Source: an optimization exercise on an open RTL-to-GDS flow (aim: small area and a short achievable clock period). Production flows keep margins and buffers that such runs may drop.
Power and IR drop assume default switching activity.

==> flow/design.v (excerpt) <==
module PipelinedFAdd (
  input  wire        clk,
  input  wire        rst,
  input  wire [31:0] A,
  input  wire [31:0] B,
  input  wire        operation,
  input  wire        in_valid,
  output wire [31:0] result,
  output wire        out_valid
);
Settings: LEC_CHECK=0, CAP_MARGIN=20, CORE_MARGIN=2, CORE_UTILIZATION=40, SETUP_SLACK_MARGIN=4.5, SLEW_MARGIN=20; clock period 8.0 ns.
run.sh (not shown) runs the stock make flow with config.mk's settings and CLKGATE_MAP_FILE= SYNTH_SCRIPT=/design/flow/synth_recipe.tcl, a recipe that flattens the netlist after the stock synthesis.
The baseline finished clean.
Next try:
==> flow/flow/run.sh (new file) <==
#!/bin/bash
# Standard layout, with the adder cells left to ABC (no full/half adder
# extraction before it). make's output goes to standard.log, each ORFS step
# logs to orfs/logs/.
bash standard.sh ADDER_MAP_FILE= finish > standard.log 2>&1
==> flow/standard.sh (new file) <==
#!/bin/bash
# synth_recipe.tcl (not shown) runs the flow's synth.tcl, then flattens the netlist and writes it again
# the make line also repeats each setting of config.mk as NAME=value (left out here)
make -C /OpenROAD-flow-scripts/flow DESIGN_CONFIG=/design/flow/config.mk WORK_HOME=/design/flow/orfs CLKGATE_MAP_FILE= SYNTH_SCRIPT=/design/flow/synth_recipe.tcl "${@:-finish}"
--- a/flow/config.mk
+++ b/flow/config.mk
@@ -7,2 +7,3 @@
 export LEC_CHECK = 0
+export ABC_AREA = 1
 export CAP_MARGIN = 20
@@ -10,3 +11,3 @@
 export CORE_UTILIZATION = 40
-export SETUP_SLACK_MARGIN = 4.5
+export SETUP_SLACK_MARGIN = 5
 export SLEW_MARGIN = 20
removed: flow/run.sh
Result:
- The new run ran to the end with no violations
- power is lower slightly
- worst setup slack gains 0.62 ns
- synthesized area is higher slightly
- die area is higher slightly
- wire length is higher by about a fifth
- maximum frequency is higher by about a fifth
- count of clock-buffer cells in the layout is lower by 3
- non-clock buffer count is higher by 69
- sequential power is lower by a little under a tenth
Next try:
==> flow/run.sh (new file) <==
#!/bin/bash
# synth_recipe.tcl (not shown) runs the flow's synth.tcl, then flattens the netlist and writes it again
# the make line also repeats each setting of config.mk as NAME=value (left out here)
make -C /OpenROAD-flow-scripts/flow DESIGN_CONFIG=/design/flow/config.mk WORK_HOME=/design/flow/orfs CLKGATE_MAP_FILE= SYNTH_SCRIPT=/design/flow/synth_recipe.tcl finish
removed: flow/flow/run.sh
removed: flow/standard.sh
Die area came out higher by 0.45%. Core utilization came out higher by 1.3 points. Worst setup slack gains 0.011 ns. Register-to-register slack loses 0.55 ns. Clock-buffer cell count came out higher by 3. Cell area came out higher by about 2.5%. Sequential share of layout area came out lower by 0.52 points. Combinational power came out higher by about 20%. Via count came out lower by 5.7%. Clock power came out higher by about 1%. Power came out higher by 10%.
No run of this note included a check of the RTL's function; only the layout flow was run.

PipelinedFAdd, a different RTL version from the one above (not shown whole).
For scale: ~1700 cells after synthesis, ~210 flip-flops.
Settings: LEC_CHECK=0, ABC_AREA=1, CAP_MARGIN=20, CORE_MARGIN=2, CORE_UTILIZATION=40, CTS_BUF_LIST=sky130_fd_sc_hd__clkbuf_8, CTS_CLUSTER_DIAMETER=60, CTS_CLUSTER_SIZE=25, SETUP_SLACK_MARGIN=5, SLEW_MARGIN=20; clock period 8.0 ns.
standard.sh (not shown) runs the stock make flow with config.mk's settings and CLKGATE_MAP_FILE= SYNTH_SCRIPT=/design/flow/synth_recipe.tcl, a recipe that flattens the netlist after the stock synthesis.
==> flow/flow/run.sh <==
#!/bin/bash
# Standard layout, with the adder cells left to ABC (no full/half adder
# extraction before it), port buffers of a plain buffer cell, a shallower
# clock tree, and timing repair aiming at a tighter setup margin.
# make's output goes to standard.log, each ORFS step logs to orfs/logs/.
bash standard.sh ADDER_MAP_FILE= SETUP_SLACK_MARGIN=5.5 TNS_END_PERCENT=10 \
  "BUFFER_PORTS_ARGS=-buffer_cell sky130_fd_sc_hd__buf_2" \
  "CTS_ARGS=-repair_clock_nets -buf_list sky130_fd_sc_hd__clkbuf_16 -root_buf sky130_fd_sc_hd__clkbuf_16" \
  finish > standard.log 2>&1
==> next run, changes <==
--- a/flow/flow/run.sh
+++ b/flow/flow/run.sh
@@ -8 +8 @@
-  "CTS_ARGS=-repair_clock_nets -buf_list sky130_fd_sc_hd__clkbuf_16 -root_buf sky130_fd_sc_hd__clkbuf_16" \
+  "CTS_ARGS=-sink_clustering_enable -repair_clock_nets -sink_clustering_size 16 -sink_clustering_max_diameter 120 -buf_list sky130_fd_sc_hd__clkbuf_16 -root_buf sky130_fd_sc_hd__clkbuf_16 -sink_clustering_levels 1 -num_static_layers 0" \
Effect:
- The changed run completed with no timing, DRC or antenna violations
- sequential share of layout area goes up by 0.54 points
- design area goes down by 1.6%
- flip-flop and latch count stays the same
- non-clock buffer count goes down by 2
- hold slack barely changes
- area after synthesis stays the same
- worst setup slack gets worse by 0.055 ns
- power goes down by 4.4%
- fmax goes down by 2.1%
==> next run, changes <==
--- a/flow/flow/run.sh
+++ b/flow/flow/run.sh
@@ -8 +8 @@
-  "CTS_ARGS=-sink_clustering_enable -repair_clock_nets -sink_clustering_size 16 -sink_clustering_max_diameter 120 -buf_list sky130_fd_sc_hd__clkbuf_16 -root_buf sky130_fd_sc_hd__clkbuf_16 -sink_clustering_levels 1 -num_static_layers 0" \
+  "CTS_ARGS=-sink_clustering_enable -repair_clock_nets -sink_clustering_size 30 -sink_clustering_max_diameter 150 -buf_list sky130_fd_sc_hd__clkbuf_16 -root_buf sky130_fd_sc_hd__clkbuf_16 -distance_between_buffers 500" \
=> Count of clock-buffer cells in the layout is lower by 6. Setup slack got worse by 0.0053 ns. Final cell count stays flat. Wire length hardly moves. First-iteration DRC count rose by about 10%. Register-to-register slack is about the same. Maximum frequency is about the same. Non-clock buffer count grows by 2. Utilization is lower by 0.26 points. Hold slack improves by 0.013 ns.
==> next run, changes <==
--- a/flow/flow/run.sh
+++ b/flow/flow/run.sh
@@ -6 +6 @@
-bash standard.sh ADDER_MAP_FILE= SETUP_SLACK_MARGIN=5.5 TNS_END_PERCENT=10 \
+bash standard.sh ADDER_MAP_FILE= SETUP_SLACK_MARGIN=5.42 TNS_END_PERCENT=10 \
@@ -8 +8 @@
-  "CTS_ARGS=-sink_clustering_enable -repair_clock_nets -sink_clustering_size 30 -sink_clustering_max_diameter 150 -buf_list sky130_fd_sc_hd__clkbuf_16 -root_buf sky130_fd_sc_hd__clkbuf_16 -distance_between_buffers 500" \
+  "CTS_ARGS=-sink_clustering_enable -repair_clock_nets -sink_clustering_size 16 -sink_clustering_max_diameter 120 -buf_list sky130_fd_sc_hd__clkbuf_16 -root_buf sky130_fd_sc_hd__clkbuf_16 -sink_clustering_levels 1 -num_static_layers 0" \
Utilization stays flat.
Die area is unchanged.
Via count stays flat.
No run of this note included a check of the RTL's function; only the layout flow was run.

static timing again, ports no longer ideal:
The flow's constraints put no driver on any port. The routed layouts listed below were extracted and timed again, unchanged, in two steps.
Step 1: set_driving_cell puts a clkbuf_16 on clk and a buf_2 on each other input, an assumption about the parent block.
Step 2, shift: input delay + t, output delay - t, t = (earliest + latest rising clock arrival at the registers) / 2. This alone moves slack from input paths to output paths.
Three values: no drivers, after step 1, after step 2; two values: the first two.
| run | shift t [ns] | setup slack, ns | worst data-port slew with drivers (ns) | pins driven straight from the clock port |
|---|---|---|---|---|
| the first run of note 1 | 0.463 | 4.076 / 4.076 / 4.074 | 0.04 | 1 |
| the second run of note 1 | 0.461 | 4.699 / 4.718 / 4.257 | 0.07 | 1 |
| the third run of note 1 | 0.467 | 4.709 / 4.709 / 4.303 | 0.06 | 1 |
| the first run of note 2 | 0.483 | 5.486 / 5.438 / 5.049 | 0.03 | 1 |
| the second run of note 2 | 0.532 | 5.431 / 5.383 / 5.002 | 0.03 | 1 |
| the third run of note 2 | 0.518 | 5.426 / 5.378 / 5.030 | 0.03 | 1 |
| the fourth run of note 2 | 0.531 | 5.428 / 5.380 / 4.964 | 0.03 | 1 |
After both steps setup and hold are still met in every run listed. For the fourth run of note 2, which loses most, drivers alone change the setup slack by -0.048 ns; drivers and shift together by -0.464 ns.
